From an optimization exercise on the open Yosys and OpenROAD flow, aimed at small area, a short achievable clock period and few clock cycles per item; shortcuts taken in it are not production practice.
Where RTL was checked, it was by simulation tests only, not by an equivalence proof against the original.
For runs 2 to 5, only the layout was checked, not whether the RTL still works.
No activity file was given, so power comes from the tool's default toggle rates.

`design/flow/config.mk`:
```
export PLATFORM = sky130hd
export DESIGN_NAME = udp_parser_top
export DESIGN_NICKNAME = udp_parser_top
export VERILOG_FILES = /design/flow/design.v
export SDC_FILE = /design/flow/constraint.sdc
export NUM_CORES = 4
export LEC_CHECK = 0
export CAP_MARGIN = 40
export CORE_MARGIN = 2
export CORE_UTILIZATION = 40
export SLEW_MARGIN = 40
```
`design/flow/standard.sh`:
```
#!/bin/bash
# synth_recipe.tcl (not shown) runs the flow's synth.tcl, then flattens the netlist and writes it again
# the make line also repeats each setting of config.mk as NAME=value (left out here)
make -C /OpenROAD-flow-scripts/flow DESIGN_CONFIG=/design/flow/config.mk WORK_HOME=/design/flow/orfs CLKGATE_MAP_FILE= SYNTH_SCRIPT=/design/flow/synth_recipe.tcl "${@:-finish}"
```
`design/flow/design.v`:
```
`timescale 1ns / 1ps
module udp_parser_top(
    input clock,
    input reset,
    input out_tready,
    output in_tready,
    input [255:0] in_tdata,
    input in_tvalid,
    input in_tlast,
    output reg out_tvalid,
    output [255:0] out_tdata
    );
    function [31:0] pick;
        input [31:0] a, b;
        input use_b_ok, is_min;
        begin
            pick = (use_b_ok & ((b > a) ^ is_min)) ? b : a;
        end
    endfunction
    localparam HDR = 2'd0, OPC = 2'd1, DAT = 2'd2;
    reg [1:0] state;
    reg       rdy;
    assign in_tready = rdy;
    wire fire = in_tvalid & rdy;
    reg [255:0] d1;
    reg v1, f1, l1;
    reg op0, op1, op2;               
    wire ok4 = ~((state == DAT) & in_tlast);
    wire ok5 = (state == DAT) & ~in_tlast;
    always @(posedge clock) begin
        op0 <= (in_tdata[175:160] == 16'd0);
        op1 <= (in_tdata[175:160] == 16'd1);
        op2 <= (in_tdata[175:160] == 16'd2);
        d1 <= {in_tdata[255:160] & {96{ok5}}, in_tdata[159:128] & {32{ok4}}, in_tdata[127:0]};
        if (reset) begin
            state <= HDR;
            v1 <= 0; f1 <= 0; l1 <= 0;
        end else begin
            v1 <= fire & (state != HDR);
            f1 <= fire & (state == OPC);
            l1 <= fire & (state == DAT) & in_tlast;
            if (fire) begin
                case (state)
                    HDR: state <= OPC;
                    OPC: state <= DAT;
                    default: if (in_tlast) state <= HDR;
                endcase
            end
        end
    end
    reg m_sum, m_max, m_min;         
    wire s_min = f1 ? op2 : m_min;
    always @(posedge clock)
        if (f1) begin
            m_sum <= op0;
            m_max <= op1;
            m_min <= op2;
        end
    wire mid = ~f1 & ~l1;
    wire [31:0] x0 = d1[0 +: 32], x1 = d1[32 +: 32], x2 = d1[64 +: 32], x3 = d1[96 +: 32];
    wire [31:0] x4 = d1[128 +: 32], x5 = d1[160 +: 32], x6 = d1[192 +: 32], x7 = d1[224 +: 32];
    wire [31:0] p0 = pick(x0, x4, ~l1, s_min);
    wire [31:0] p1 = pick(x1, x5, mid, s_min);
    wire [31:0] p2 = pick(x2, x6, mid, s_min);
    wire [31:0] p3 = pick(x3, x7, mid, s_min);
    reg [31:0] q0, q1, bsum;
    reg v2, f2, l2;
    always @(posedge clock) begin
        q0 <= pick(p0, p2, 1'b1, s_min);
        q1 <= pick(p1, p3, 1'b1, s_min);
        bsum <= ((x0 + x1) + (x2 + x3)) + ((x4 + x5) + (x6 + x7));
        if (reset) begin
            v2 <= 0; f2 <= 0; l2 <= 0;
        end else begin
            v2 <= v1; f2 <= f1; l2 <= v1 & l1;
        end
    end
    wire [31:0] bm = pick(q0, q1, 1'b1, m_min);
    reg  [31:0] acc;
    reg         done;                
    wire [31:0] acc_sum = (f2 ? 32'd0 : acc) + bsum;
    wire [31:0] acc_mm  = f2 ? bm : pick(acc, bm, 1'b1, m_min);
    wire [31:0] acc_nxt = m_sum ? acc_sum : (m_max | m_min) ? acc_mm : 32'd0;
    always @(posedge clock)
        if (v2) acc <= acc_nxt;
    reg  [31:0] obuf;
    reg  [1:0]  owed;                
    wire slot = ~out_tvalid | out_tready;
    wire xfer = done & slot;
    wire take = out_tvalid & out_tready;
    wire last_in = fire & (state == DAT) & in_tlast;
    wire [1:0] owed_nxt = owed + {1'b0, last_in} - {1'b0, take};
    assign out_tdata = {224'd0, obuf};
    always @(posedge clock) begin
        if (slot) obuf <= acc;
        if (reset) begin
            done <= 0;
            out_tvalid <= 0;
            owed <= 0;
            rdy <= 1;
        end else begin
            done <= l2 | (done & ~xfer);
            if (slot) out_tvalid <= done;
            owed <= owed_nxt;
            rdy <= ~owed_nxt[1];
        end
    end
endmodule
```
`design/flow/constraint.sdc`:
```
create_clock -name core_clock -period 28.0 [get_ports {clock}]
set_input_delay 5.6000 -clock core_clock [delete_from_list [all_inputs] [get_ports {clock}]]
set_output_delay 5.6000 -clock core_clock [all_outputs]
set_load 0.01 [all_outputs]
```
`design/flow/flow/merge_ties.tcl`:
```
# Share tie cells between constant output ports. Port buffering leaves one
# tie cell per constant output; after global placement, neighbouring
# ports along the die edge are put on one tie cell, $::env(TIE_GROUP) at a time.
read_db $::env(ODB_IN)
set block [ord::get_db_block]
set die [$block getDieArea]
set W [$die xMax]
set H [$die yMax]
# position of a point along the die's perimeter, counter-clockwise from (0,0)
proc perim {x y} {
  global W H
  set d [list [expr {$y}] [expr {$W - $x}] [expr {$H - $y}] [expr {$x}]]
  set m [lsort -integer [list [lindex $d 0] [lindex $d 1] [lindex $d 2] [lindex $d 3]]]
  set m [lindex $m 0]
  if {$m == [lindex $d 0]} { return $x }
  if {$m == [lindex $d 1]} { return [expr {$W + $y}] }
  if {$m == [lindex $d 2]} { return [expr {$W + $H + ($W - $x)}] }
  return [expr {2 * $W + $H + ($H - $y)}]
}
set ties {}
foreach inst [$block getInsts] {
  if {[[$inst getMaster] getName] ne "sky130_fd_sc_hd__conb_1"} continue
  foreach pin {LO HI} {
    set it [$inst findITerm $pin]
    set net [$it getNet]
    if {$net eq "NULL"} continue
    set bts [$net getBTerms]
    if {[llength $bts] != 1 || [llength [$net getITerms]] != 1} continue
    set bt [lindex $bts 0]
    set bb [$bt getBBox]
    set p [perim [expr {([$bb xMin] + [$bb xMax]) / 2}] [expr {([$bb yMin] + [$bb yMax]) / 2}]]
    lappend ties [list $p $pin $inst $net $bt]
  }
}
set n 0
set removed 0
foreach pin {LO HI} {
  set group {}
  foreach t [lsort -real -index 0 $ties] {
    if {[lindex $t 1] ne $pin} continue
    lappend group $t
  }
  set i 0
  set lead ""
  foreach t $group {
    if {$i % $::env(TIE_GROUP) == 0} {
      set lead [lindex $t 3]
      incr n
    } else {
      set bt [lindex $t 4]
      set net [lindex $t 3]
      $bt disconnect
      $bt connect $lead
      odb::dbInst_destroy [lindex $t 2]
      odb::dbNet_destroy $net
      incr removed
    }
    incr i
  }
}
puts "merge_ties: [llength $ties] tie cells on output ports, kept $n, removed $removed"
write_db $::env(ODB_IN)
```
`design/flow/flow/run.sh`:
```
#!/bin/bash
# The standard layout (standard.sh) with two changes:
#  - plain buffers (buf_2) on the ports in place of the delay-cell buffers
#    that port buffering picks itself;
#  - after global placement, constant output ports share tie cells
#    (merge_ties.tcl) instead of having one each.
# Each step's output goes to a log of its own here; ORFS keeps its step logs
# under orfs/logs/.
set -euo pipefail
export BUFFER_PORTS_ARGS="-buffer_cell sky130_fd_sc_hd__buf_2"
bash standard.sh 3_3_place_gp > standard_to_gp.log 2>&1
ODB_IN=$(ls -d "$PWD"/orfs/results/*/udp_parser_top/base)/3_3_place_gp.odb TIE_GROUP=12 \
  openroad -no_init -exit flow/merge_ties.tcl > merge_ties.log 2>&1
bash standard.sh > standard.log 2>&1
```
==> metrics.log, run 1 <==
INFO  metric wl_per_instance = 20.3 µm
INFO  metric power.share.clock = 0.276
INFO  metric number_of_global_route_vias_before_repair = 20,600
INFO  metric chipHeight = around 270 µm
INFO  metric power.static_leakage = ~16 nW
INFO  metric r2r.worst_path.cells = 22
INFO  metric drt_iter0_markers = around 1,200
INFO  metric worst_ep_arrival_time = 7450 ps
INFO  metric vias = between 15,000 and 20,000
INFO  metric die-area = 74,800 µm²
INFO  metric timing.setup.tns = 0 ps
INFO  metric cts_hold_buf = 0
INFO  metric timing.hold.worst_endpoint = done
INFO  metric run_status = complete, no violations
INFO  metric max_slew_margin = 0.438
INFO  metric holdPathStages = 2
INFO  metric power.net_switching = roughly 0.94 mW
INFO  metric synth_area = 29,100 µm²
INFO  metric grt-ovfl-total = 0
INFO  metric cts_setup_buffers = 0
INFO  metric final_nets = about 3,800
INFO  metric timing.final.crit_period = slightly below 7000 ps
INFO  metric wirelength = slightly above 80 mm
INFO  metric timing.hold.worst.class = flip-flop to flip-flop
INFO  metric post_cts.resized_instances = 0
INFO  metric cts_max_level = 2
INFO  metric cts_buffer_depth = 3
INFO  metric final-setup-viol-count = 0
INFO  metric fin_worst_skew = ~31 ps
INFO  metric tightest_slew = just over 800 ps
INFO  metric syn_inst = ~2,900
INFO  metric critPathCaptureType = flip-flop
INFO  metric synth_ff_type = sky130_fd_sc_hd__dfxtp_1
INFO  metric power_frac_seq = 0.300
INFO  metric ys_ff_latch = ~440
INFO  metric worstSetupStartpoint = in_tlast
INFO  metric grt_max_degree = 97
INFO  metric layout.area.seq = 9370 µm²
INFO  metric ys_warn_count = 1
INFO  metric crit_path_setup_slack_layout = approximately 21,000 ps
INFO  metric timing.critical_path.fanout_max = 34
INFO  metric multi_input_gate_area_in_the_final_layout = around 16,000 µm²
INFO  metric worstSkewPairLatency = about 630 ps
INFO  metric boundaryPins = ~520
INFO  metric timing.critical_path.from_type = input pin
INFO  metric timing.setup.critical_path_class = input pin to flip-flop
INFO  metric gp_congestion = around 0.9
INFO  metric regToRegEndpoint = q0[24]
INFO  metric synth-edff-count = 66
INFO  metric dr.pass1.iters = 5
INFO  metric buffer_ports.inserted = just under 300
INFO  metric grt_first_pass_wirelength = 122 mm
INFO  metric rsz0062_at_grt = false
INFO  metric pre_cts_ws = approximately 20,000 ps
INFO  metric met2_layer_usage_reported_by_global_route = 0.348
INFO  metric clockRootBuffer = sky130_fd_sc_hd__clkbuf_16
INFO  metric async_flop_share = 0
INFO  metric viasPerCell = between 4 and 5
INFO  metric number_of_library_cell_types_mapped_by_synthesis = between 70 and 80
INFO  metric path_clk_slew = around 60 ps
INFO  metric power.ir.vdd_worst = roughly 0.048 mV
INFO  metric fillerInstances = just under 7,000
INFO  metric drv_slew = 0
INFO  metric route.antenna.remaining_nets = 0
INFO  metric final_worst_path_period_share = 0.248
INFO  metric drive_gt1_frac = 0.152
INFO  metric core_area = 71,700 µm²
INFO  metric cts_buffers = 51
INFO  metric hold_violation_total_from_the_final_report = 0
INFO  metric max_cap_viol_count = 0
INFO  metric cts_sinks = 435
INFO  metric globalRoute.busiestLayer = met2
INFO  metric mostFrequentLayoutCells = sky130_fd_sc_hd__inv_1 (461), sky130_fd_sc_hd__dfxtp_1 (369), sky130_fd_sc_hd__ha_1 (321), sky130_fd_sc_hd__buf_2 (294), sky130_fd_sc_hd__mux2i_1 (195)
INFO  metric r2r-start = d1[87]
INFO  metric grt_use_met3 = 0.0376
INFO  metric layout_commonest_cell = sky130_fd_sc_hd__inv_1
INFO  metric final_core_utilization = 0.444
INFO  metric dp_hpwl = just under 70 mm
INFO  metric timing.hold.worst.start = l2
INFO  metric p_comb_frac = 0.424
INFO  metric p_int = 1.55 mW
INFO  metric seq_area_frac_synth = 0.322
INFO  metric clock.fmax = between 100 and 150 MHz
INFO  metric start_util = 0.405
INFO  metric met1_usage = 0.300
INFO  metric area_growth = 9.70%
INFO  metric powerDensity = approximately 78 nW/µm²
INFO  metric grt_util_all_layers = 0.217
INFO  metric placementRows = a little under 100
INFO  metric drcViolationCount = 0
INFO  metric die_width = 274 µm
INFO  metric power_switching_share = 0.376
INFO  metric cts_tree = done
INFO  metric worst_ep_required_time = approximately 29,000 ps
INFO  metric synth_area_per_cell = 10.1 µm²
INFO  metric antenna_found_initial = 5
INFO  metric reg2reg_slack = between 20,000 and 25,000 ps
-- critical path, cell delays in order --
cell	delay, ps
sky130_fd_sc_hd__buf_2	130
sky130_fd_sc_hd__nand3b_1	80
sky130_fd_sc_hd__buf_4	290
sky130_fd_sc_hd__or2_2	360
sky130_fd_sc_hd__ha_1	270
sky130_fd_sc_hd__inv_1	30
sky130_fd_sc_hd__ha_1	170
sky130_fd_sc_hd__xnor2_1	160
sky130_fd_sc_hd__xnor2_1	130
sky130_fd_sc_hd__nor2b_1	170
sky130_fd_sc_hd__inv_1	50
-- state kept, by name (all words and copies together), names as in the netlist --
name / flops
d1: 256
acc: 32
bsum: 32
obuf: 32
q0: 32
q1: 32
owed: 2
state: 2
done: 1
f1: 1
f2: 1
l1: 1
l2: 1
m_max: 1
m_min: 1
m_sum: 1
op0: 1
op1: 1
op2: 1
out_tvalid: 1
rdy: 1
v1: 1
v2: 1
-- power by group through the flow --
stage | registers (mW) | logic [mW] | clock network [mW]
4_1_cts | 0.747 | 1.05 | 0.702
6_report | 0.747 | 1.06 | 0.687
3_3_place_gp | 0.759 | 1.03 | 0
5_1_grt | 0.752 | 1.18 | 0.727
3_5_place_dp | 0.760 | 1.04 | 0
2_1_floorplan | 0.741 | 0.778 | 0
-- worst max path at each step --
stage                     cells after the start  slack, ps   to
after global placement                       11      20390  rdy
after CTS                                    11      21050  rdy
after detailed placement                     11      20410  rdy
after floorplan                               9      20900  rdy
final                                        11      21050  rdy
after global routing                         11      20930  rdy
-- cells in the mapped netlist, types with 16 or more instances --
cell | n | area [µm²]
sky130_fd_sc_hd__a211oi_1 | 16 | 120
sky130_fd_sc_hd__a21o_1 | 68 | 510
sky130_fd_sc_hd__a21oi_1 | 129 | 646
sky130_fd_sc_hd__a22o_1 | 23 | 201
sky130_fd_sc_hd__and2_1 | 134 | 838
sky130_fd_sc_hd__buf_4 | 230 | 1730
sky130_fd_sc_hd__clkbuf_1 | 28 | 105
sky130_fd_sc_hd__dfxtp_1 | 369 | 7390
sky130_fd_sc_hd__edfxtp_1 | 66 | 1980
sky130_fd_sc_hd__fa_1 | 184 | 3680
sky130_fd_sc_hd__ha_1 | 321 | 4020
sky130_fd_sc_hd__inv_1 | 461 | 1730
sky130_fd_sc_hd__mux2_2 | 31 | 349
sky130_fd_sc_hd__mux2i_1 | 199 | 1990
sky130_fd_sc_hd__nand2_1 | 64 | 240
sky130_fd_sc_hd__nand2b_1 | 16 | 100
sky130_fd_sc_hd__nand3_1 | 30 | 150
sky130_fd_sc_hd__nand4_1 | 52 | 325
sky130_fd_sc_hd__nor2_1 | 93 | 349
sky130_fd_sc_hd__nor2b_1 | 32 | 200
sky130_fd_sc_hd__nor3_1 | 20 | 100
sky130_fd_sc_hd__o21a_1 | 22 | 165
sky130_fd_sc_hd__o21ai_0 | 69 | 345
sky130_fd_sc_hd__xnor2_1 | 53 | 464
-- routing by layer --
layer  up-vias  wire length (µm)
li1       9627                 -
met2       508             36600
met5         -                22
met3       112              4320
met1      9488             38000
met4         4              2000
-- logic make-up after synthesis --
logic type / share of synthesized area
buffers and inverters: 0.126
adders and majority gates: 0.265
and+or+nand+nor: 0.0920
DFF: 0.322
AOI/OAI and AO/OA: 0.0940
muxes: 0.0806
xor gates and xnor gates: 0.0202
other: 0.000129
-- per-stage QoR --
step / std cells / area [µm²] / hold slack, ps / total power, mW
CTS: 3983 / 31900 / 443 / 2.50
finish: 3984 / 31900 / 440 / 2.49
global placement: 4093 / 30800 / 424 / 1.79
floorplan: 3104 / 29900 / 386 / 1.52
global route: 3983 / 31900 / 475 / 2.66
detailed placement: 3888 / 30100 / 430 / 1.80
-- layout make-up --
cell class | instances | area share
antenna | 1 | 0.0000785
sequential | 435 | 0.294
tap | 950 | 0.0373
inverter | 462 | 0.0544
timing repair buffer | 311 | 0.0503
multi-input combinational | 1730 | 0.509
clock inverter | 26 | 0.00801
clock buffer | 69 | 0.0473
Testbench counts, summed over its fixed seeds: cycles 6,503, packets 512.
==> run 2: changes to the inputs <==
--- a/design/flow/design.v
+++ b/design/flow/design.v
@@ -86,3 +86,3 @@
     reg  [31:0] obuf;
-    reg  [1:0]  owed;                
+    reg         owed1, owed2;
     wire slot = ~out_tvalid | out_tready;
@@ -91,3 +91,4 @@
     wire last_in = fire & (state == DAT) & in_tlast;
-    wire [1:0] owed_nxt = owed + {1'b0, last_in} - {1'b0, take};
+    wire owed2_nxt = ~take & (owed2 | (owed1 & last_in));
+    wire owed1_nxt = last_in | (take ? owed2 : owed1);
     assign out_tdata = {224'd0, obuf};
@@ -98,3 +99,4 @@
             out_tvalid <= 0;
-            owed <= 0;
+            owed1 <= 0;
+            owed2 <= 0;
             rdy <= 1;
@@ -103,4 +105,5 @@
             if (slot) out_tvalid <= done;
-            owed <= owed_nxt;
-            rdy <= ~owed_nxt[1];
+            owed1 <= owed1_nxt;
+            owed2 <= owed2_nxt;
+            rdy <= ~owed2_nxt;
         end
--- a/design/flow/config.mk
+++ b/design/flow/config.mk
@@ -10,2 +10,4 @@
 export CORE_UTILIZATION = 40
+export CTS_CLUSTER_DIAMETER = 100
+export CTS_CLUSTER_SIZE = 24
 export SLEW_MARGIN = 40
==> run 2 against run 1 <==
  * Count of clock-buffer cells in the layout down 41
  * Combinational power is essentially flat
  * Still clean
  * Critical path type is now flip-flop to flip-flop
  * Hold slack improved by 14 ps
  * Final area down 3.1%
  * Cell count decreased by 1.2%
  * First-iteration DRC count shrank 1.8%
  * Core utilization decreased by 1.5 points
==> metrics.log, run 2 <==
INFO  metric run_status = complete, no violations
INFO  metric async_flop_share = 0
INFO  metric worst_hold_slack = between 400 and 500 ps
INFO  metric chipHeight = 274 µm
INFO  metric boundaryPins = approximately 520
INFO  metric critPathCaptureType = flip-flop
INFO  metric die-area = approximately 75,000 µm²
INFO  metric post-synth-top-count-cell = sky130_fd_sc_hd__inv_1
INFO  metric post_cts.resized_instances = 0
INFO  metric powerDensity = 73.5 nW/µm²
INFO  metric ys_warn_count = 1
INFO  metric clock.fmax = 145 MHz
INFO  metric synth_top_cell_by_area = sky130_fd_sc_hd__dfxtp_1
INFO  metric viasPerCell = slightly below 5
INFO  metric max_slew_margin = 0.411
INFO  metric grt_first_pass_wirelength = approximately 120 mm
INFO  metric die_width = 274 µm
INFO  metric wirelength = 80.2 mm
INFO  metric post-synth-top-area-fraction = 0.253
INFO  metric worst_ep_arrival_time = ~7500 ps
INFO  metric crit_family = compound AO/OA/AOI/OAI gates
INFO  metric drcViolationCount = 0
INFO  metric final-setup-viol-count = 0
INFO  metric fin_area = ~30,000 µm²
INFO  metric core_area = between 70,000 and 80,000 µm²
INFO  metric largest_register = d1
INFO  metric fin_worst_skew = ~32 ps
INFO  metric cts_buffers = 26
INFO  metric tightest_slew = slightly below 900 ps
INFO  metric cts_max_level = 1
INFO  metric ys_ff_latch = 435
INFO  metric synth-edff-count = between 60 and 70
INFO  metric grt_max_degree = 97
INFO  metric rsz0062_at_grt = false
INFO  metric pre_cts_ws = ~21,000 ps
INFO  metric cts_setup_buffers = 0
INFO  metric placementRows = between 90 and 100
INFO  metric synth_ff_type = sky130_fd_sc_hd__dfxtp_1
INFO  metric start_util = 0.406
INFO  metric crit_slowest_cell = sky130_fd_sc_hd__mux2i_4
INFO  metric clockRootBuffer = sky130_fd_sc_hd__clkbuf_16
INFO  metric antenna_found_initial = 6
INFO  metric grt-ovfl-total = 0
INFO  metric synth_area_per_cell = roughly 10 µm²
INFO  metric timing.critical_path.from_type = flip-flop
INFO  metric worstSetupStartpoint = d1[55]
INFO  metric cp_num_buf_inv = 3
INFO  metric drt_iter0_markers = roughly 1,200
INFO  metric vias = between 15,000 and 20,000
INFO  metric hold_violation_total_from_the_final_report = 0
INFO  metric final_nets = about 3,700
INFO  metric timing.final.crit_period = ~6900 ps
INFO  metric r2r-start = d1[55]
INFO  metric timing.setup.tns = 0 ps
INFO  metric placement.cell_area = between 30,000 and 40,000 µm²
INFO  metric netlist_top_cells_area = sky130_fd_sc_hd__dfxtp_1 (25%), sky130_fd_sc_hd__ha_1 (14%), sky130_fd_sc_hd__fa_1 (13%), sky130_fd_sc_hd__edfxtp_1 (6.8%), sky130_fd_sc_hd__mux2i_1 (6.8%)
INFO  metric timing.hold.worst_endpoint = done
INFO  metric crit_path_setup_slack_layout = about 21,000 ps
INFO  metric number_of_global_route_vias_before_repair = ~20,000
INFO  metric mostFrequentLayoutCells = sky130_fd_sc_hd__inv_1 (469), sky130_fd_sc_hd__dfxtp_1 (369), sky130_fd_sc_hd__ha_1 (319), sky130_fd_sc_hd__buf_2 (294), sky130_fd_sc_hd__mux2i_1 (198)
INFO  metric post_synth_most_frequent_cells = sky130_fd_sc_hd__inv_1 (469), sky130_fd_sc_hd__dfxtp_1 (369), sky130_fd_sc_hd__ha_1 (319)
INFO  metric buffer_ports.inserted = between 200 and 300
INFO  metric timing.critical_path.fanout_max = 24
INFO  metric timing.hold.worst.class = flip-flop to flip-flop
INFO  metric power.ir.vdd_worst = around 0.052 mV
INFO  metric wl_per_instance = just over 20 µm
INFO  metric layout_commonest_cell = sky130_fd_sc_hd__inv_1
INFO  metric dr.pass1.iters = 5
INFO  metric gp_congestion = 0.930
INFO  metric final_core_utilization = 0.430
INFO  metric area_growth = 5.93%
INFO  metric route.antenna.remaining_nets = 0
INFO  metric final_worst_path_period_share = 0.247
INFO  metric synth_area = ~29,000 µm²
INFO  metric worst_ep_required_time = 28,540 ps
INFO  metric cpPeakStageDelay = approximately 580 ps
INFO  metric reg2reg_slack = 21,090 ps
INFO  metric syn_inst = 2,893
INFO  metric number_of_library_cell_types_mapped_by_synthesis = 81
INFO  metric worstSkewPairLatency = just over 600 ps
INFO  metric stdcell_count = a little under 4,000
INFO  metric grt_util_all_layers = 0.213
INFO  metric cts_sinks = 435
INFO  metric max_cap_viol_count = 0
INFO  metric regToRegEndpoint = q1[23]
INFO  metric seq_area_frac_synth = 0.321
INFO  metric fin_total_pwr = 2.27 mW
INFO  metric cts_hold_buf = 0
INFO  metric dp_hpwl = 67.8 mm
INFO  metric r2r.worst_path.cells = 22
INFO  metric timing.setup.critical_path_class = flip-flop to flip-flop
INFO  metric largest_reg_flops = 256
INFO  metric drive_gt1_frac = 0.135
INFO  metric worstPathCellList = inv_1, ha_1, and4_1, nand4_1, nor3_1, o21ai_0, nand3_1, a2bb2oi_2, mux2i_4, buf_4, mux2i_1, ha_1, nor2b_1, o21a_1, o211ai_1, nand3_1, a221o_1, o41ai_2, a31oi_2, xnor2_4, buf_4, mux2i_1
INFO  metric path_clk_slew = around 100 ps
INFO  metric holdPathStages = 2
INFO  metric timing.hold.worst.start = l2
INFO  metric cts_tree = done
INFO  metric fillerInstances = 7,081
INFO  metric power.static_leakage = between 15 and 20 nW
INFO  metric dp.cells = between 3,000 and 4,000
INFO  metric drv_slew = 0
INFO  metric cts_buffer_depth = 3
-- run 2: cell types whose count changed in the layout (fill, tap and decap cells not counted), sizes merged, moves of 8 or more --
cell / before / now
nor3: 20 / 29
a21o: 68 / 42
nor2b: 32 / 24
inv: 467 / 478
a21oi: 130 / 122
clkinv: 13 / 4
clkbuf: 69 / 28
nand2: 64 / 76
-- run 2: worst register-to-register path, delay by kind of cell (launching register included) --
kind            cells  cell delay, ps
compound gates      7            1650
xor+xnor            1             400
fa+ha+maj           2             620
buf+inv             3            1020
flops               1             460
mux                 3            1190
simple gates        6            1510
-- run 2: layer usage --
layer | vias to the layer above | share of wire | global-route usage
met5 | - | 0 | 0
met4 | 0 | 0.027 | 0.0571
met3 | 101 | 0.071 | 0.0476
met2 | 576 | 0.44 | 0.334
met1 | 9328 | 0.46 | 0.294
li1 | 9573 | - | -
-- run 2: cell families (layout without fill, tap and decap cells) --
group / after synthesis / after routing / share of synthesized area
other: 1 / 20 / 0.000129
AOI/OAI and AO/OA: 403 / 403 / 0.0908
xor gates and xnor gates: 65 / 65 / 0.0204
DFF: 435 / 435 / 0.321
adders and majority gates: 503 / 503 / 0.263
buffers and inverters: 747 / 822 / 0.130
and+or+nand+nor: 509 / 509 / 0.0932
muxes: 230 / 230 / 0.0807
-- run 2: cell type report --
cell class / count / area [µm²] / share of cell area
clock inverter: 14 / 140 / 0.00454
tap: 950 / 1190 / 0.0385
multi-input combinational: 1729 / 16100 / 0.522
inverter: 470 / 1760 / 0.0571
timing repair buffer: 310 / 1600 / 0.0519
antenna: 1 / 2.50 / 0.0000810
sequential: 435 / 9370 / 0.303
clock buffer: 28 / 689 / 0.0223
-- run 2: worst max-delay path by stage --
stage               slack, ps       endpoint  cells after the start
detailed placement      21130        d1[208]                      4
floorplan               21330        obuf[0]                      2
global route            20730         q1[23]                     20
global placement        20880            op1                      4
finish                  21090         q1[23]                     22
CTS                     21170  out_tdata[15]                      1
-- run 2: power breakdown --
part           internal [mW]  switching (mW)
registers              0.704          0.0482
logic                  0.462           0.633
clock network          0.186           0.237
==> run 3: changes to the inputs <==
--- a/design/flow/design.v
+++ b/design/flow/design.v
@@ -88,3 +88,2 @@
     wire slot = ~out_tvalid | out_tready;
-    wire xfer = done & slot;
     wire take = out_tvalid & out_tready;
@@ -95,3 +94,3 @@
     always @(posedge clock) begin
-        if (slot) obuf <= acc;
+        if (slot) obuf <= l2 ? acc_nxt : acc;
         if (reset) begin
@@ -103,4 +102,4 @@
         end else begin
-            done <= l2 | (done & ~xfer);
-            if (slot) out_tvalid <= done;
+            done <= ~slot & (l2 | done);
+            if (slot) out_tvalid <= l2 | done;
             owed1 <= owed1_nxt;
==> run 3 against run 2 <==
  * Still clean on timing, DRC and antenna
  * Synthesized cell count grew 5.9%
  * Register-to-register slack worse by 370 ps
  * Flip-flop and latch count did not move
  * Clock skew grew 12 ps
  * Global-route usage rose by 0.40 points
  * Non-clock buffer count grew 3
  * Setup slack lost 370 ps
  * Core utilization decreased by 0.24 points
  * Final area grew 2.7%
  * Combinational power is essentially flat
  * Area after synthesis grew 2.5%
  * Critical path depth is 1 higher
  * Largest cell class unchanged
==> metrics.log, run 3 <==
INFO  metric run_status = complete, no violations
INFO  metric worst_ep_arrival_time = slightly below 8000 ps
INFO  metric powerDensity = ~72 nW/µm²
INFO  metric vias = approximately 21,000
INFO  metric boundaryPins = roughly 520
INFO  metric cts_max_level = 1
INFO  metric antenna_found_initial = 3
INFO  metric layout_commonest_cell = sky130_fd_sc_hd__inv_1
INFO  metric fillerInstances = between 7,000 and 8,000
INFO  metric worstPathCellList = ha_1, nor2b_1, o21a_1, o21a_1, o21ai_0, a211oi_1, a211o_2, a311oi_4, buf_4, mux2i_1, inv_1, ha_1, a21o_1, a21o_1, a21oi_1, o21ai_0, a21oi_1, nor4_1, a211o_1, o21ai_0, xnor2_2, buf_4, mux2i_1
INFO  metric synth_area_per_cell = ~10 µm²
INFO  metric wirelength = about 84 mm
INFO  metric dr.pass1.iters = 5
INFO  metric fin_worst_skew = between 40 and 50 ps
INFO  metric ys_warn_count = 1
INFO  metric drv_slew = 0
INFO  metric viasPerCell = between 5 and 6
INFO  metric layout.area.seq = roughly 9400 µm²
INFO  metric timing.final.crit_period = between 7000 and 8000 ps
INFO  metric cp_num_buf_inv = 3
INFO  metric syn_inst = 3,063
INFO  metric largest_reg_flops = around 260
INFO  metric chipHeight = 277 µm
INFO  metric post_synth_most_frequent_cells = sky130_fd_sc_hd__inv_1 (490), sky130_fd_sc_hd__dfxtp_1 (369), sky130_fd_sc_hd__ha_1 (319)
INFO  metric placementRows = 100
INFO  metric insertedDiodeCount = 0
INFO  metric dp_hpwl = between 70 and 80 mm
INFO  metric max_slew_margin = 0.457
INFO  metric grt_util_all_layers = 0.217
INFO  metric worst_ep_required_time = around 29,000 ps
INFO  metric post-synth-top-count-cell = sky130_fd_sc_hd__inv_1
INFO  metric multi_input_gate_area_in_the_final_layout = 16,800 µm²
INFO  metric critical-path-top-cell-by-count = sky130_fd_sc_hd__o21ai_0
INFO  metric power.static_leakage = ~16 nW
INFO  metric cpPeakStageDelay = between 700 and 800 ps
INFO  metric post_cts.resized_instances = 0
INFO  metric mostFrequentLayoutCells = sky130_fd_sc_hd__inv_1 (490), sky130_fd_sc_hd__dfxtp_1 (368), sky130_fd_sc_hd__ha_1 (319), sky130_fd_sc_hd__buf_2 (294), sky130_fd_sc_hd__mux2i_1 (211)
INFO  metric timing.critical_path.fanout_max = 24
INFO  metric timing.hold.worst.class = flip-flop to flip-flop
INFO  metric timing.setup.tns = 0 ps
INFO  metric async_flop_share = 0
INFO  metric max_cap_viol_count = 0
INFO  metric seq_area_frac_synth = 0.313
INFO  metric largest_register = d1
INFO  metric drcViolationCount = 0
INFO  metric number_of_library_cell_types_mapped_by_synthesis = 76
INFO  metric synth_area = between 20,000 and 30,000 µm²
INFO  metric path_clk_slew = about 90 ps
INFO  metric area_growth = 6.06%
INFO  metric post-synth-top-area-fraction = 0.247
INFO  metric worstSetupStartpoint = d1[193]
INFO  metric cts_buffers = 26
INFO  metric grt_first_pass_wirelength = ~130 mm
INFO  metric cts_hold_buf = 0
INFO  metric drive_gt1_frac = 0.128
INFO  metric fin_area = 31,700 µm²
INFO  metric buffer_ports.inserted = slightly below 300
INFO  metric synth_ff_type = sky130_fd_sc_hd__dfxtp_1
INFO  metric final-setup-viol-count = 0
INFO  metric wl_per_instance = 20.5 µm
INFO  metric placement.cell_area = between 30,000 and 40,000 µm²
INFO  metric die-area = 77,000 µm²
INFO  metric ys_ff_latch = ~440
INFO  metric clock.fmax = ~140 MHz
INFO  metric netlist_top_cells_area = sky130_fd_sc_hd__dfxtp_1 (25%), sky130_fd_sc_hd__ha_1 (13%), sky130_fd_sc_hd__fa_1 (12%), sky130_fd_sc_hd__mux2i_1 (7.1%), sky130_fd_sc_hd__edfxtp_1 (6.6%)
INFO  metric drt_iter0_markers = approximately 1,400
INFO  metric gp_congestion = around 0.92
INFO  metric critPathCaptureType = flip-flop
INFO  metric worstSkewPairLatency = 620 ps
INFO  metric cts_setup_buffers = 0
INFO  metric synth-edff-count = 66
INFO  metric tightest_slew = between 800 and 900 ps
INFO  metric rsz0062_at_grt = false
INFO  metric cts_buffer_depth = 3
INFO  metric hold_violation_total_from_the_final_report = 0
INFO  metric power.ir.vdd_worst = roughly 0.05 mV
INFO  metric synth_top_cell_by_area = sky130_fd_sc_hd__dfxtp_1
INFO  metric clockRootBuffer = sky130_fd_sc_hd__clkbuf_16
INFO  metric final_worst_path_period_share = 0.260
INFO  metric timing.critical_path.from_type = flip-flop
INFO  metric timing.setup.critical_path_class = flip-flop to flip-flop
INFO  metric r2r-start = d1[193]
INFO  metric start_util = 0.403
INFO  metric core_area = approximately 74,000 µm²
INFO  metric crit_family = compound AO/OA/AOI/OAI gates
INFO  metric fin_total_pwr = about 2.3 mW
INFO  metric grt-ovfl-total = 0
INFO  metric crit_slowest_cell = sky130_fd_sc_hd__a311oi_4
INFO  metric final_nets = between 3,000 and 4,000
INFO  metric cts_sinks = 435
INFO  metric route.antenna.remaining_nets = 0
INFO  metric die_width = 277 µm
INFO  metric cts_tree = done
INFO  metric grt_max_degree = a little under 100
INFO  metric timing.hold.worst.start = op0
INFO  metric number_of_global_route_vias_before_repair = ~21,000
## run 3: report_power, final
group / leakage (nW) / total, mW / internal [mW] / switching (mW)
Sequential: 3.73 / 0.752 / 0.702 / 0.0494
Clock: 0.407 / 0.427 / 0.183 / 0.243
Combinational: 12.0 / 1.10 / 0.453 / 0.643
Total: 16.1 / 2.27 / 1.34 / 0.935
## run 3: cell type report
| cell class | count | area share |
|---|---|---|
| flip-flops and latches | 435 | 0.296 |
| inverters | 490 | 0.0580 |
| well taps | 969 | 0.0382 |
| repair buffers | 313 | 0.0510 |
| clock inverters | 14 | 0.00505 |
| multi-input cells | 1869 | 0.531 |
| clock buffers | 30 | 0.0213 |
## run 3: path summary, 6_finish.rpt
kind             to  slack, ps  depth (start not counted)
min           m_sum        440                          0
min reg2reg   m_sum        440                          0
max          q0[15]      20720                         23
max reg2reg  q0[15]      20720                         23
## run 3: kinds of logic (layout without fill, tap and decap cells)
| logic type | Yosys count | count (layout) | synth area share |
|---|---|---|---|
| multiplexers | 229 | 229 | 0.0775 |
| other | 1 | 19 | 0.000125 |
| flip-flops | 435 | 435 | 0.313 |
| adder cells (fa/ha/maj) | 503 | 503 | 0.257 |
| XOR/XNOR | 65 | 65 | 0.0193 |
| AO/OA/AOI/OAI | 511 | 511 | 0.110 |
| AND/OR/NAND/NOR | 542 | 542 | 0.0939 |
| buffers and inverters | 777 | 847 | 0.129 |
## run 3: per-stage QoR
stage               utilization  instances  hold slack, ps  worst slack [ps]
floorplan                     -       3286             386             21160
global placement          0.426       4280             442             20410
detailed placement        0.416       4076             439             20790
CTS                       0.427       4120             445             20740
global route              0.427       4120             439             20410
finish                    0.427       4120             442             20720
## run 3: per-layer routing
layer  global-route usage  up-vias  share of wire
li1                     -    10100              -
met1                0.298     9943           0.46
met4               0.0456        4          0.019
met2                0.366      594           0.47
met3               0.0243       70          0.050
met5                    0        -        0.00027
==> run 4: changes to the inputs <==
--- a/design/flow/config.mk
+++ b/design/flow/config.mk
@@ -9,5 +9,6 @@
 export CORE_MARGIN = 2
-export CORE_UTILIZATION = 40
+export CORE_UTILIZATION = 65
 export CTS_CLUSTER_DIAMETER = 100
 export CTS_CLUSTER_SIZE = 24
+export PLACE_DENSITY = 0.75
 export SLEW_MARGIN = 40
==> run 4 against run 3 <==
  * Sequential share of layout area increased by 0.64 points
  * Maximum frequency up 2.5%
  * Wire length down 4.1%
  * Setup slack improved by 180 ps
  * Core utilization up 26 points
  * Cell count shrank 9.2%
  * Count of clock-buffer cells in the layout is 3 lower
  * Synthesized cell count unchanged
  * Largest cell class unchanged
  * Highest routed layer unchanged
==> metrics.log, run 4 <==
INFO  metric run_status = complete, no violations
INFO  metric grt-ovfl-total = 0
INFO  metric post_synth_xor_xnor_area = 0.0193
INFO  metric synth_top_cell_by_area = sky130_fd_sc_hd__dfxtp_1
INFO  metric layout.area.seq = around 9400 µm²
INFO  metric netlist_top_cells_area = sky130_fd_sc_hd__dfxtp_1 (25%), sky130_fd_sc_hd__ha_1 (13%), sky130_fd_sc_hd__fa_1 (12%), sky130_fd_sc_hd__mux2i_1 (7.1%), sky130_fd_sc_hd__edfxtp_1 (6.6%)
INFO  metric worst_ep_required_time = approximately 29,000 ps
INFO  metric gp_congestion = just under 1
INFO  metric path_clk_slew = 100 ps
INFO  metric worstSetupStartpoint = d1[95]
INFO  metric post_cts.resized_instances = 0
INFO  metric cts_sinks = 435
INFO  metric fin_area = 31,000 µm²
INFO  metric max_cap_viol_count = 0
INFO  metric powerDensity = about 73 nW/µm²
INFO  metric power.net_switching = 0.949 mW
INFO  metric dr.pass1.iters = 7
INFO  metric yosys-mux-area-fraction = 0.0775
INFO  metric cts_buffer_depth = 3
INFO  metric power.static_leakage = around 16 nW
INFO  metric critPathCaptureType = flip-flop
INFO  metric wl_per_instance = roughly 22 µm
INFO  metric timing.final.crit_period = about 7100 ps
INFO  metric regToRegEndpoint = q0[16]
INFO  metric antenna_found_initial = 2
INFO  metric power_frac_seq = 0.331
INFO  metric ys_warn_count = 1
INFO  metric timing.critical_path.from_type = flip-flop
INFO  metric rsz0062_at_grt = false
INFO  metric drt_iter0_markers = 1,781
INFO  metric cts_hold_buf = 0
INFO  metric timing.setup.tns = 0 ps
INFO  metric timing.setup.critical_path_class = flip-flop to flip-flop
INFO  metric core_area = approximately 45,000 µm²
INFO  metric chipHeight = between 200 and 250 µm
INFO  metric power.ir.vdd_worst = between 0.06 and 0.07 mV
INFO  metric largest_register = d1
INFO  metric met2_layer_usage_reported_by_global_route = 0.565
INFO  metric die_width = ~220 µm
INFO  metric async_flop_share = 0
INFO  metric timing.hold.worst.class = flip-flop to flip-flop
INFO  metric area_growth = 3.82%
INFO  metric worst_ep_arrival_time = around 7600 ps
INFO  metric die-area = about 48,000 µm²
INFO  metric grt_use_met3 = 0.0430
INFO  metric worstSkewPairLatency = between 500 and 600 ps
INFO  metric post-synth-top-count-cell = sky130_fd_sc_hd__inv_1
INFO  metric timing.critical_path.fanout_max = 24
INFO  metric synthAdderAreaFrac = 0.257
INFO  metric layout_commonest_cell = sky130_fd_sc_hd__inv_1
INFO  metric cts_buffers = 22
INFO  metric final_worst_path_period_share = 0.254
INFO  metric drcViolationCount = 0
INFO  metric buffer_ports.inserted = a little under 300
INFO  metric r2r.worst_path.cells = 24
INFO  metric placementRows = slightly below 80
INFO  metric start_util = 0.659
INFO  metric grt_first_pass_wirelength = 123 mm
INFO  metric synth_top_family_by_area = adder cells
INFO  metric power.share.clock = 0.159
INFO  metric number_of_library_cell_types_mapped_by_synthesis = 76
INFO  metric multi_input_gate_area_in_the_final_layout = around 17,000 µm²
INFO  metric seq_area_frac_synth = 0.313
INFO  metric reg2reg_slack = ~21,000 ps
INFO  metric clock.fmax = roughly 140 MHz
INFO  metric tightest_slew = between 800 and 900 ps
INFO  metric cts_tree = done
INFO  metric final-setup-viol-count = 0
INFO  metric route.antenna.remaining_nets = 0
INFO  metric synth_area_per_cell = between 9 and 10 µm²
INFO  metric r2r-start = d1[95]
INFO  metric synth_ff_type = sky130_fd_sc_hd__dfxtp_1
INFO  metric drive_gt1_frac = 0.123
INFO  metric largest_reg_flops = ~260
INFO  metric synth_area = ~30,000 µm²
INFO  metric post_synth_most_frequent_cells = sky130_fd_sc_hd__inv_1 (490), sky130_fd_sc_hd__dfxtp_1 (369), sky130_fd_sc_hd__ha_1 (319)
INFO  metric critical_path.endpoint = q0[16]
INFO  metric dp_hpwl = between 60 and 70 mm
INFO  metric placement.cell_area = a little over 30,000 µm²
INFO  metric p_comb_frac = 0.510
INFO  metric cts_max_level = 1
INFO  metric clockRootBuffer = sky130_fd_sc_hd__clkbuf_16
INFO  metric drv_slew = 0
INFO  metric globalRoute.busiestLayer = met2
INFO  metric ys_ff_latch = about 440
INFO  metric viasPerCell = 5.80
INFO  metric power_switching_share = 0.420
INFO  metric grt_max_degree = 66
INFO  metric p_int = between 1 and 1.5 mW
INFO  metric hold_violation_total_from_the_final_report = 0
INFO  metric max_slew_margin = 0.450
INFO  metric wirelength = 81.0 mm
INFO  metric cts_setup_buffers = 0
INFO  metric synth-compound-area-share = 0.110
INFO  metric mostFrequentLayoutCells = sky130_fd_sc_hd__inv_1 (490), sky130_fd_sc_hd__dfxtp_1 (368), sky130_fd_sc_hd__ha_1 (319), sky130_fd_sc_hd__buf_2 (294), sky130_fd_sc_hd__mux2i_1 (211)
INFO  metric final_nets = 3,897
INFO  metric syn_inst = about 3,100
INFO  metric post-synth-top-area-fraction = 0.247
INFO  metric grt_util_all_layers = 0.338
INFO  metric synth-edff-count = 66
INFO  metric post_synth_and_or_nand_nor_area_fraction = 0.0939
INFO  metric vias = between 20,000 and 25,000
INFO  metric number_of_global_route_vias_before_repair = roughly 22,000
INFO  metric boundaryPins = about 520
INFO  metric met1_usage = 0.452
INFO  metric fin_worst_skew = 21.7 ps
INFO  metric fillerInstances = around 3,600
[run 4: cell types whose count changed in the layout (fill, tap and decap cells not counted), moves of 2 or more]
cell	change
sky130_fd_sc_hd__inv_8	-5
sky130_fd_sc_hd__clkbuf_16	-3
sky130_fd_sc_hd__clkinv_8	-3
sky130_fd_sc_hd__buf_4	+2
sky130_fd_sc_hd__inv_6	-2
[run 4: cells by family (layout without fill, tap and decap cells)]
family	count (synthesis)	count (layout)
buffers and inverters	777	836
and+or+nand+nor	542	542
AOI/OAI and AO/OA	511	511
adders and majority gates	503	503
DFF	435	435
muxes	229	229
xor gates and xnor gates	65	65
other	1	20
[run 4: stage by stage]
stage / hold slack (ps) / cells / setup WS, ps / total power [mW] / util
global placement: 440 / 3912 / 21010 / 1.85 / 0.686
CTS: 461 / 3740 / 20990 / 2.24 / 0.684
global route: 473 / 3740 / 20610 / 2.40 / 0.684
finish: 457 / 3741 / 20900 / 2.26 / 0.684
detailed placement: 446 / 3709 / 20980 / 1.88 / 0.670
floorplan: 386 / 3286 / 21160 / 1.57 / -
[run 4: layer usage]
| layer | routed length [µm] | part of all wire | vias up |
|---|---|---|---|
| met1 | 33800 | 0.42 | 10500 |
| met5 | 9 | 0.00011 | - |
| met4 | 3050 | 0.038 | 2 |
| met2 | 38100 | 0.47 | 890 |
| li1 | - | - | 10100 |
| met3 | 6120 | 0.076 | 160 |
[run 4: layout make-up]
class	count	area share
antenna	1	0.0000806
clock buffer	27	0.0193
clock inverter	4	0.000846
inverter	490	0.0593
multi-input combinational	1869	0.542
sequential	435	0.302
tap	600	0.0242
timing repair buffer	315	0.0527
[run 4: worst min-delay path by stage]
| stage | startpoint | endpoint | slack, ps | cells after the start |
|---|---|---|---|---|
| 5_1_grt | v1 | v2 | 470 | 1 |
| 2_1_floorplan | op1 | m_max | 390 | 0 |
| 3_3_place_gp | v1 | v2 | 440 | 1 |
| 3_5_place_dp | v1 | v2 | 450 | 1 |
| 4_1_cts | v1 | v2 | 460 | 1 |
| 6_report | v1 | v2 | 460 | 1 |
[run 4: worst max-delay path, stage by stage (launching register included)]
cell and delay [ps]:
sky130_fd_sc_hd__dfxtp_1 400, sky130_fd_sc_hd__inv_1 60, sky130_fd_sc_hd__ha_1 290, sky130_fd_sc_hd__nand4_1 280, sky130_fd_sc_hd__or2_1 370, sky130_fd_sc_hd__nor3_2 290
sky130_fd_sc_hd__nand2_1 80, sky130_fd_sc_hd__a211oi_1 200, sky130_fd_sc_hd__a211o_2 180, sky130_fd_sc_hd__o221ai_1 160, sky130_fd_sc_hd__a311oi_4 710, sky130_fd_sc_hd__buf_4 550
sky130_fd_sc_hd__mux2i_1 410, sky130_fd_sc_hd__inv_1 80, sky130_fd_sc_hd__ha_1 320, sky130_fd_sc_hd__a21o_1 140, sky130_fd_sc_hd__a21oi_1 70, sky130_fd_sc_hd__o21ai_0 250
sky130_fd_sc_hd__a21oi_1 160, sky130_fd_sc_hd__nor4_1 360, sky130_fd_sc_hd__a211o_1 150, sky130_fd_sc_hd__o21ai_0 130, sky130_fd_sc_hd__xnor2_2 550, sky130_fd_sc_hd__buf_4 520
sky130_fd_sc_hd__mux2i_1 250
[run 4: power groups by stage]
stage | Sequential (mW) | Combinational, mW | Clock, mW
floorplan | 0.742 | 0.829 | 0
global placement | 0.761 | 1.09 | 0
detailed placement | 0.761 | 1.12 | 0
CTS | 0.747 | 1.13 | 0.363
global route | 0.753 | 1.27 | 0.384
finish | 0.748 | 1.15 | 0.360
==> run 5: changes to the inputs <==
--- a/design/flow/design.v
+++ b/design/flow/design.v
@@ -51,2 +51,3 @@
     reg m_sum, m_max, m_min;         
+    wire s_sum = f1 ? op0 : m_sum;
     wire s_min = f1 ? op2 : m_min;
@@ -65,3 +66,3 @@
     wire [31:0] p3 = pick(x3, x7, mid, s_min);
-    reg [31:0] q0, q1, bsum;
+    reg [31:0] q0, q1;
     reg v2, f2, l2;
@@ -69,4 +70,4 @@
         q0 <= pick(p0, p2, 1'b1, s_min);
-        q1 <= pick(p1, p3, 1'b1, s_min);
-        bsum <= ((x0 + x1) + (x2 + x3)) + ((x4 + x5) + (x6 + x7));
+        q1 <= s_sum ? ((x0 + x1) + (x2 + x3)) + ((x4 + x5) + (x6 + x7))
+                    : pick(p1, p3, 1'b1, s_min);
         if (reset) begin
@@ -80,3 +81,3 @@
     reg         done;                
-    wire [31:0] acc_sum = (f2 ? 32'd0 : acc) + bsum;
+    wire [31:0] acc_sum = (f2 ? 32'd0 : acc) + q1;
     wire [31:0] acc_mm  = f2 ? bm : pick(acc, bm, 1'b1, m_min);
--- a/design/flow/config.mk
+++ b/design/flow/config.mk
@@ -9,6 +9,5 @@
 export CORE_MARGIN = 2
-export CORE_UTILIZATION = 65
+export CORE_UTILIZATION = 40
 export CTS_CLUSTER_DIAMETER = 100
 export CTS_CLUSTER_SIZE = 24
-export PLACE_DENSITY = 0.75
 export SLEW_MARGIN = 40
==> run 5 against run 4 <==
  * Clock skew rose by 1.9 ps
  * Register-to-register slack improved by 200 ps
  * Critical endpoint is now q1[27]
  * Area after synthesis fell by 2.3%
  * Largest power group unchanged
==> metrics.log, run 5 <==
INFO  metric die-area = approximately 75,000 µm²
INFO  metric cts_tree = done
INFO  metric area_growth = 6.00%
INFO  metric worst_ep_required_time = between 20,000 and 30,000 ps
INFO  metric seq_area_frac_synth = 0.299
INFO  metric grt-ovfl-total = 0
INFO  metric fillerInstances = between 7,000 and 8,000
INFO  metric powerDensity = ~73 nW/µm²
INFO  metric drive_gt1_frac = 0.129
INFO  metric layout_commonest_cell = sky130_fd_sc_hd__inv_1
INFO  metric worst_ep_arrival_time = between 7000 and 8000 ps
INFO  metric stdcell_count = between 4,000 and 5,000
INFO  metric gp_congestion = 0.964
INFO  metric largest_register = d1
INFO  metric synth_area_per_cell = between 9 and 10 µm²
INFO  metric synth_ff_type = sky130_fd_sc_hd__dfxtp_1
INFO  metric post_synth_and_or_nand_nor_area_fraction = 0.108
INFO  metric synth-edff-count = 65
INFO  metric timing.critical_path.fanout_max = 40
INFO  metric worstSkewPairLatency = 600 ps
INFO  metric cts_sinks = 403
INFO  metric reg2reg_slack = 21,100 ps
INFO  metric dp.cells = just over 4,000
INFO  metric power.static_leakage = 15.0 nW
INFO  metric crit_slowest_cell = sky130_fd_sc_hd__mux2i_4
INFO  metric timing.setup.critical_path_class = flip-flop to flip-flop
INFO  metric cts_hold_buf = 0
INFO  metric timing.final.crit_period = between 6000 and 7000 ps
INFO  metric critical-path-top-cell-by-count = sky130_fd_sc_hd__o21ai_0
INFO  metric cts_buffers = 24
INFO  metric synth-compound-area-share = 0.126
INFO  metric ys_warn_count = 1
INFO  metric antenna_found_initial = 6
INFO  metric async_flop_share = 0
INFO  metric synthAdderAreaFrac = 0.263
INFO  metric max_cap_viol_count = 0
INFO  metric grt_util_all_layers = 0.226
INFO  metric grt_first_pass_wirelength = 128 mm
INFO  metric post_cts.resized_instances = 0
INFO  metric placementRows = 99
INFO  metric clockRootBuffer = sky130_fd_sc_hd__clkbuf_16
INFO  metric final-setup-viol-count = 0
INFO  metric die_width = between 200 and 300 µm
INFO  metric ys_ff_latch = between 400 and 500
INFO  metric post_synth_most_frequent_cells = sky130_fd_sc_hd__inv_1 (417), sky130_fd_sc_hd__dfxtp_1 (338), sky130_fd_sc_hd__ha_1 (319)
INFO  metric route.antenna.remaining_nets = 0
INFO  metric dr.pass1.iters = 6
INFO  metric core_area = a little over 70,000 µm²
INFO  metric power_frac_seq = 0.314
INFO  metric post-synth-top-count-cell = sky130_fd_sc_hd__inv_1
INFO  metric cts_buffer_depth = 3
INFO  metric cts_setup_buffers = 0
INFO  metric chipHeight = between 200 and 300 µm
INFO  metric number_of_global_route_vias_before_repair = about 21,000
INFO  metric clock.fmax = between 100 and 150 MHz
INFO  metric buffer_ports.inserted = 294
INFO  metric hold_violation_total_from_the_final_report = 0
INFO  metric post-synth-top-area-fraction = 0.232
INFO  metric largest_reg_flops = around 260
INFO  metric number_of_library_cell_types_mapped_by_synthesis = 76
INFO  metric mostFrequentLayoutCells = sky130_fd_sc_hd__inv_1 (417), sky130_fd_sc_hd__dfxtp_1 (337), sky130_fd_sc_hd__ha_1 (319), sky130_fd_sc_hd__buf_2 (294), sky130_fd_sc_hd__fa_1 (184)
INFO  metric viasPerCell = 5.16
INFO  metric cts_max_level = 1
INFO  metric yosys-mux-area-fraction = 0.0621
INFO  metric critPathCaptureType = flip-flop
INFO  metric tightest_slew = 860 ps
INFO  metric power.net_switching = 0.950 mW
INFO  metric p_comb_frac = 0.510
INFO  metric final_worst_path_period_share = 0.246
INFO  metric power.share.clock = 0.176
INFO  metric drcViolationCount = 0
INFO  metric dp_hpwl = slightly above 70 mm
INFO  metric syn_inst = ~3,000
INFO  metric drt_iter0_markers = around 1,600
INFO  metric crit_family = compound AO/OA/AOI/OAI gates
INFO  metric worstPathCellList = inv_1, ha_1, a21oi_1, o221a_2, o21ai_0, a221o_1, o22ai_1, mux2i_4, buf_4, o21ai_0, ha_1, nand4_1, nor2_1, o21ai_0, o211a_1, o21ai_0, o22ai_1, xnor2_4, buf_4, o21ai_0, o21ai_1
INFO  metric synth_top_family_by_area = adder cells
INFO  metric synth_area = 29,200 µm²
INFO  metric timing.hold.worst.class = flip-flop to flip-flop
INFO  metric power_switching_share = 0.422
INFO  metric max_slew_margin = 0.426
INFO  metric path_clk_slew = around 90 ps
INFO  metric run_status = complete, no violations
INFO  metric rsz0062_at_grt = false
INFO  metric final_nets = 3,888
INFO  metric timing.critical_path.from_type = flip-flop
INFO  metric cp_num_buf_inv = 3
INFO  metric drv_slew = 0
INFO  metric power.ir.vdd_worst = just under 0.05 mV
INFO  metric timing.setup.tns = 0 ps
INFO  metric netlist_top_cells_area = sky130_fd_sc_hd__dfxtp_1 (23%), sky130_fd_sc_hd__ha_1 (14%), sky130_fd_sc_hd__fa_1 (13%), sky130_fd_sc_hd__edfxtp_1 (6.7%), sky130_fd_sc_hd__buf_4 (5.8%)
INFO  metric p_int = ~1.3 mW
INFO  metric post_synth_xor_xnor_area = 0.0195
INFO  metric boundaryPins = ~520
INFO  metric wl_per_instance = roughly 21 µm
INFO  metric vias = between 20,000 and 25,000
INFO  metric start_util = 0.402
INFO  metric synth_top_cell_by_area = sky130_fd_sc_hd__dfxtp_1
INFO  metric wirelength = 85.5 mm
INFO  metric grt_max_degree = 97
INFO  metric cpPeakStageDelay = 720 ps
INFO  metric fin_worst_skew = 23.6 ps
==> run 5: routing by layer <==
metal / global-route usage / up-vias / wire (µm)
li1: - / 10300 / -
met1: 0.317 / 10100 / 38700
met2: 0.373 / 709 / 39100
met3: 0.0247 / 112 / 5300
met4: 0.0536 / 8 / 2350
met5: 0 / - / 77
==> run 5: path summary, 6_finish.rpt <==
| check | end | start | depth (start not counted) |
|---|---|---|---|
| max | q1[27] | d1[113] | 21 |
| min | v2 | v1 | 1 |
| max reg2reg | q1[27] | d1[113] | 21 |
| min reg2reg | v2 | v1 | 1 |
==> run 5: final cells by class <==
type | count | area, µm² | area share
clock inverters | 12 | 136 | 0.00441
multi-input cells | 1963 | 17000 | 0.551
repair buffers | 314 | 1640 | 0.0530
inverters | 418 | 1570 | 0.0507
diodes | 4 | 10.0 | 0.000323
well taps | 959 | 1200 | 0.0388
clock buffers | 27 | 633 | 0.0205
flip-flops and latches | 403 | 8720 | 0.282
==> run 5: per-stage QoR <==
step | total power [mW] | area, µm² | hold WS, ps | setup WS (ps) | util
final | 2.25 | 30900 | 456 | 21100 | 0.426
after global routing | 2.41 | 30900 | 471 | 20750 | 0.426
after CTS | 2.25 | 30900 | 458 | 21140 | 0.426
after detailed placement | 1.85 | 30200 | 444 | 20590 | 0.416
after global placement | 1.84 | 30900 | 441 | 20660 | 0.426
after floorplan | 1.56 | 30000 | 386 | 21160 | -
==> run 5: kinds of logic after synthesis <==
logic type,count (synthesis)
fa+ha+maj,503
other cells,1
compound gates,584
mux,175
flops,403
simple gates,617
xor+xnor,65
buf+inv,715
==> run 5: power by group through the flow <==
stage               registers [mW]  clock network [mW]  logic [mW]
global placement             0.719                   0        1.12
global route                 0.712               0.421        1.28
CTS                          0.706               0.407        1.14
detailed placement           0.719                   0        1.13
floorplan                    0.687                   0       0.872
finish                       0.707               0.396        1.15
==> run 5: worst reg2reg max path: cells and delay by family (launching register included) <==
| family | cells | cell delay, ps |
|---|---|---|
| mux | 1 | 720 |
| xor+xnor | 1 | 540 |
| simple gates | 2 | 270 |
| fa+ha+maj | 2 | 670 |
| buf+inv | 3 | 1090 |
| compound gates | 12 | 2940 |
| flops | 1 | 550 |
==> run 6: changes to the inputs <==
--- a/design/flow/design.v
+++ b/design/flow/design.v
@@ -25,3 +25,5 @@
     reg [255:0] d1;
+    integer i;
     reg v1, f1, l1;
+    reg [15:0] cg, ce;
     reg op0, op1, op2;               
@@ -30,2 +32,6 @@
     always @(posedge clock) begin
+        for (i = 0; i < 16; i = i + 1) begin
+            cg[i] <= in_tdata[128 + 32 * (i / 4) + 8 * (i % 4) +: 8] > in_tdata[32 * (i / 4) + 8 * (i % 4) +: 8];
+            ce[i] <= in_tdata[128 + 32 * (i / 4) + 8 * (i % 4) +: 8] == in_tdata[32 * (i / 4) + 8 * (i % 4) +: 8];
+        end
         op0 <= (in_tdata[175:160] == 16'd0);
@@ -62,6 +68,17 @@
     wire [31:0] x4 = d1[128 +: 32], x5 = d1[160 +: 32], x6 = d1[192 +: 32], x7 = d1[224 +: 32];
-    wire [31:0] p0 = pick(x0, x4, ~l1, s_min);
-    wire [31:0] p1 = pick(x1, x5, mid, s_min);
-    wire [31:0] p2 = pick(x2, x6, mid, s_min);
-    wire [31:0] p3 = pick(x3, x7, mid, s_min);
+    function gt4;
+        input [3:0] g, e;
+        begin
+            gt4 = g[3] | e[3] & (g[2] | e[2] & (g[1] | e[1] & g[0]));
+        end
+    endfunction
+    wire [3:0] sel;
+    assign sel[0] = ~l1 & (gt4(cg[3:0], ce[3:0]) ^ s_min);
+    assign sel[1] = mid & (gt4(cg[7:4], ce[7:4]) ^ s_min);
+    assign sel[2] = mid & (gt4(cg[11:8], ce[11:8]) ^ s_min);
+    assign sel[3] = mid & (gt4(cg[15:12], ce[15:12]) ^ s_min);
+    wire [31:0] p0 = sel[0] ? x4 : x0;
+    wire [31:0] p1 = sel[1] ? x5 : x1;
+    wire [31:0] p2 = sel[2] ? x6 : x2;
+    wire [31:0] p3 = sel[3] ? x7 : x3;
     reg [31:0] q0, q1;
@@ -89,2 +106,3 @@
     wire slot = ~out_tvalid | out_tready;
+    wire xfer = done & slot;
     wire take = out_tvalid & out_tready;
@@ -95,3 +113,3 @@
     always @(posedge clock) begin
-        if (slot) obuf <= l2 ? acc_nxt : acc;
+        if (slot) obuf <= acc;
         if (reset) begin
@@ -103,7 +121,7 @@
         end else begin
-            done <= ~slot & (l2 | done);
-            if (slot) out_tvalid <= l2 | done;
+            done <= l2 | (done & ~xfer);
+            if (slot) out_tvalid <= done;
             owed1 <= owed1_nxt;
             owed2 <= owed2_nxt;
-            rdy <= ~owed2_nxt;
+            rdy <= take | ~owed2 | ((state == HDR) & ~fire);
         end
==> run 6 against run 5 <==
  * Still clean
  * Total power is 5.6% higher
  * Setup slack improved by 140 ps
  * Wire length decreased by 9.9%
  * Clock skew up 5.2 ps
  * Synthesized cell count shrank 2.2%
  * Hold slack got worse by 42 ps
  * Core utilization barely moved
  * Register-to-register slack improved by 480 ps
  * Sequential share of layout area grew 1.8 points
  * Maximum frequency increased by 2.0%
  * Largest power group unchanged
  * Highest routed layer unchanged
==> metrics.log, run 6 <==
INFO  metric ys_ff_latch = roughly 430
INFO  metric grt-ovfl-total = 0
INFO  metric pre_cts_ws = around 21,000 ps
INFO  metric power_switching_share = 0.407
INFO  metric power.ir.vdd_worst = about 0.049 mV
INFO  metric post_synth_most_frequent_cells = sky130_fd_sc_hd__inv_1 (408), sky130_fd_sc_hd__dfxtp_1 (366), sky130_fd_sc_hd__ha_1 (319)
INFO  metric fin_worst_skew = approximately 29 ps
INFO  metric timing.hold.worst_endpoint = rdy
INFO  metric worst_ep_required_time = about 28,000 ps
INFO  metric mostFrequentLayoutCells = sky130_fd_sc_hd__inv_1 (407), sky130_fd_sc_hd__dfxtp_1 (366), sky130_fd_sc_hd__ha_1 (319), sky130_fd_sc_hd__buf_2 (294), sky130_fd_sc_hd__fa_1 (184)
INFO  metric timing.final.crit_period = between 6000 and 7000 ps
INFO  metric worst_ep_arrival_time = ~7200 ps
INFO  metric final_nets = roughly 3,800
INFO  metric cts_setup_buffers = 0
INFO  metric crit_path_setup_slack_layout = approximately 21,000 ps
INFO  metric buffer_ports.inserted = 294
INFO  metric cpPeakStageDelay = approximately 300 ps
INFO  metric final_worst_path_period_share = 0.242
INFO  metric dp.cells = ~4,000
INFO  metric grt_util_all_layers = 0.204
INFO  metric fillerInstances = approximately 7,000
INFO  metric cts_tree = done
INFO  metric stdcell_count = around 4,000
INFO  metric dr.pass1.iters = 5
INFO  metric clock.fmax = 148 MHz
INFO  metric synth-edff-count = 65
INFO  metric regToRegEndpoint = q0[23]
INFO  metric area_growth = 5.93%
INFO  metric max_slew_margin = 0.489
INFO  metric drt_iter0_markers = about 1,100
INFO  metric die-area = 75,100 µm²
INFO  metric worstPathCellList = buf_2, inv_1, ha_1, nor2b_1, o21a_1, o21a_1, o21a_1, o21a_1, o21ai_0, nand2b_1, a21oi_1, nor2_1
INFO  metric crit_slowest_cell = sky130_fd_sc_hd__ha_1
INFO  metric largest_reg_flops = between 200 and 300
INFO  metric synth_area = a little under 30,000 µm²
INFO  metric timing.hold.worst.class = flip-flop to flip-flop
INFO  metric final-setup-viol-count = 0
INFO  metric largest_register = d1
INFO  metric post_cts.resized_instances = 0
INFO  metric core_area = roughly 73,000 µm²
INFO  metric dp_hpwl = about 65 mm
INFO  metric crit_family = compound AO/OA/AOI/OAI gates
INFO  metric grt_first_pass_wirelength = approximately 120 mm
INFO  metric worstSetupStartpoint = in_tdata[49]
INFO  metric timing.hold.worst.start = owed2
INFO  metric powerDensity = about 77 nW/µm²
INFO  metric timing.setup.critical_path_class = input pin to flip-flop
INFO  metric cts_hold_buf = 0
INFO  metric holdPathStages = 1
INFO  metric boundaryPins = between 500 and 600
INFO  metric cts_sinks = roughly 430
INFO  metric power.net_switching = just under 1 mW
INFO  metric cts_buffers = 24
INFO  metric worstSkewPairLatency = 600 ps
INFO  metric number_of_global_route_vias_before_repair = about 20,000
INFO  metric layout_commonest_cell = sky130_fd_sc_hd__inv_1
INFO  metric drive_gt1_frac = 0.132
INFO  metric synth_area_per_cell = between 9 and 10 µm²
INFO  metric hold_violation_total_from_the_final_report = 0
INFO  metric ys_warn_count = 1
INFO  metric run_status = complete, no violations
INFO  metric syn_inst = around 3,000
INFO  metric post-synth-top-area-fraction = 0.251
INFO  metric p_int = 1.41 mW
INFO  metric wirelength = between 70 and 80 mm
INFO  metric tightest_slew = 762 ps
INFO  metric p_comb_frac = 0.519
INFO  metric cp_num_buf_inv = 2
INFO  metric gp_congestion = 0.881
INFO  metric power_frac_seq = 0.313
INFO  metric route.antenna.remaining_nets = 0
INFO  metric fin_area = between 30,000 and 40,000 µm²
INFO  metric placement.cell_area = 30,200 µm²
INFO  metric seq_area_frac_synth = 0.318
INFO  metric rsz0062_at_grt = false
INFO  metric die_width = 274 µm
INFO  metric async_flop_share = 0
INFO  metric power.share.clock = 0.168
INFO  metric timing.critical_path.fanout_max = 2
INFO  metric post-synth-top-count-cell = sky130_fd_sc_hd__inv_1
INFO  metric grt_max_degree = slightly below 80
INFO  metric netlist_top_cells_area = sky130_fd_sc_hd__dfxtp_1 (25%), sky130_fd_sc_hd__ha_1 (14%), sky130_fd_sc_hd__fa_1 (13%), sky130_fd_sc_hd__edfxtp_1 (6.7%), sky130_fd_sc_hd__buf_4 (5.8%)
INFO  metric max_cap_viol_count = 0
INFO  metric antenna_found_initial = 5
INFO  metric synth_ff_type = sky130_fd_sc_hd__dfxtp_1
INFO  metric chipHeight = ~270 µm
INFO  metric timing.critical_path.from_type = input pin
INFO  metric power.static_leakage = 14.9 nW
INFO  metric cts_max_level = 1
INFO  metric number_of_library_cell_types_mapped_by_synthesis = 70
INFO  metric timing.setup.tns = 0 ps
INFO  metric placementRows = slightly below 100
INFO  metric r2r.worst_path.cells = 18
INFO  metric clockRootBuffer = sky130_fd_sc_hd__clkbuf_16
INFO  metric drcViolationCount = 0
INFO  metric path_clk_slew = 90 ps
INFO  metric cts_buffer_depth = 3
INFO  metric r2r-start = f1
INFO  metric start_util = 0.402
INFO  metric reg2reg_slack = 21,580 ps
INFO  metric critPathCaptureType = flip-flop
INFO  metric viasPerCell = 4.92
INFO  metric synth_top_cell_by_area = sky130_fd_sc_hd__dfxtp_1
INFO  metric vias = about 20,000
INFO  metric drv_slew = 0
INFO  metric critical-path-top-cell-by-count = sky130_fd_sc_hd__o21a_1
INFO  metric wl_per_instance = roughly 19 µm
[run 6: cell count changes after synthesis, sizes merged, moves of 14 or more]
cell / change
o21ai: -87
o21a: +48
nand2: -44
nor2: +43
mux2i: -42
dfxtp: +28
a22o: +24
o31ai: +21
nor2b: +19
o211ai: -19
a21o: -15
mux2: +14
[run 6: area by class of cell]
type                    instances  area, µm²  area share
clock inverters                 7        121     0.00393
flip-flops and latches        431       9280       0.300
diodes                          2       5.00    0.000162
well taps                     959       1200      0.0388
repair buffers                310       1590      0.0515
clock buffers                  28        637      0.0206
inverters                     409       1540      0.0497
multi-input cells            1885      16500       0.535
[run 6: worst max-delay path by stage]
stage	slack (ps)	endpoint	depth (start not counted)
final	21240	cg[6]	12
after global routing	21120	cg[0]	11
after CTS	21190	out_tdata[28]	1
after detailed placement	20640	cg[1]	12
after global placement	20670	cg[1]	12
after floorplan	20880	cg[15]	11
[run 6: kinds of logic (layout without fill, tap and decap cells)]
| family | count (synthesis) | count (layout) | share of synthesized area |
|---|---|---|---|
| buffers and inverters | 698 | 754 | 0.120 |
| AND/OR/NAND/NOR | 632 | 632 | 0.111 |
| AO/OA/AOI/OAI | 514 | 514 | 0.115 |
| adder cells (fa/ha/maj) | 503 | 503 | 0.263 |
| flip-flops | 431 | 431 | 0.318 |
| multiplexers | 147 | 147 | 0.0522 |
| XOR/XNOR | 70 | 70 | 0.0213 |
| other | 1 | 21 | 0.000128 |
[run 6: power by group through the flow]
| stage | clock network [mW] | logic [mW] | registers [mW] |
|---|---|---|---|
| after floorplan | 0 | 0.958 | 0.730 |
| after global placement | 0 | 1.21 | 0.757 |
| after detailed placement | 0 | 1.22 | 0.757 |
| after CTS | 0.410 | 1.23 | 0.743 |
| after global routing | 0.428 | 1.38 | 0.751 |
| final | 0.399 | 1.23 | 0.744 |
[run 6: through the flow]
stage | utilization | power, mW | hold slack, ps
finish | 0.426 | 2.37 | 414
global route | 0.426 | 2.56 | 451
floorplan | - | 1.69 | 371
detailed placement | 0.415 | 1.98 | 390
global placement | 0.426 | 1.97 | 397
CTS | 0.426 | 2.38 | 422
[run 6: metal layers]
metal / GRT usage / vias up / share of wire
met5: 0 / - / 0.00018
met4: 0.0461 / 2 / 0.022
met3: 0.0233 / 78 / 0.046
met2: 0.329 / 499 / 0.45
met1: 0.293 / 9357 / 0.48
li1: - / 9900 / -
Testbench counts of run 6, summed over its fixed seeds: cycles 6,481, packets 512.

## static timing again, ports no longer ideal
The results above use ideal ports. As a check the final layouts listed here were re-extracted and re-timed, cells and wires unchanged. Step 1, drivers: a clkbuf_16 drives clock and a buf_2 each remaining input, both assumed. Step 2 times the ports against the registers' clock, not the clock port: input delays grow and output delays shrink by t, the midpoint of the rising clock arrivals with the driver on. a / b / c = ideal ports / drivers / drivers and shift; a / b = the first two.
run | t, ns | setup WS [ns]
run 1 | 0.673 | 21.050 / 21.087 / 20.414
run 2 | 0.661 | 21.088 / 21.088 / 21.088
run 3 | 0.669 | 20.719 / 20.719 / 20.719
run 4 | 0.633 | 20.899 / 20.899 / 20.899
run 5 | 0.653 | 21.101 / 21.101 / 20.677
run 6 | 0.635 | 21.237 / 21.198 / 20.630
After both steps every run listed still meets setup and hold.
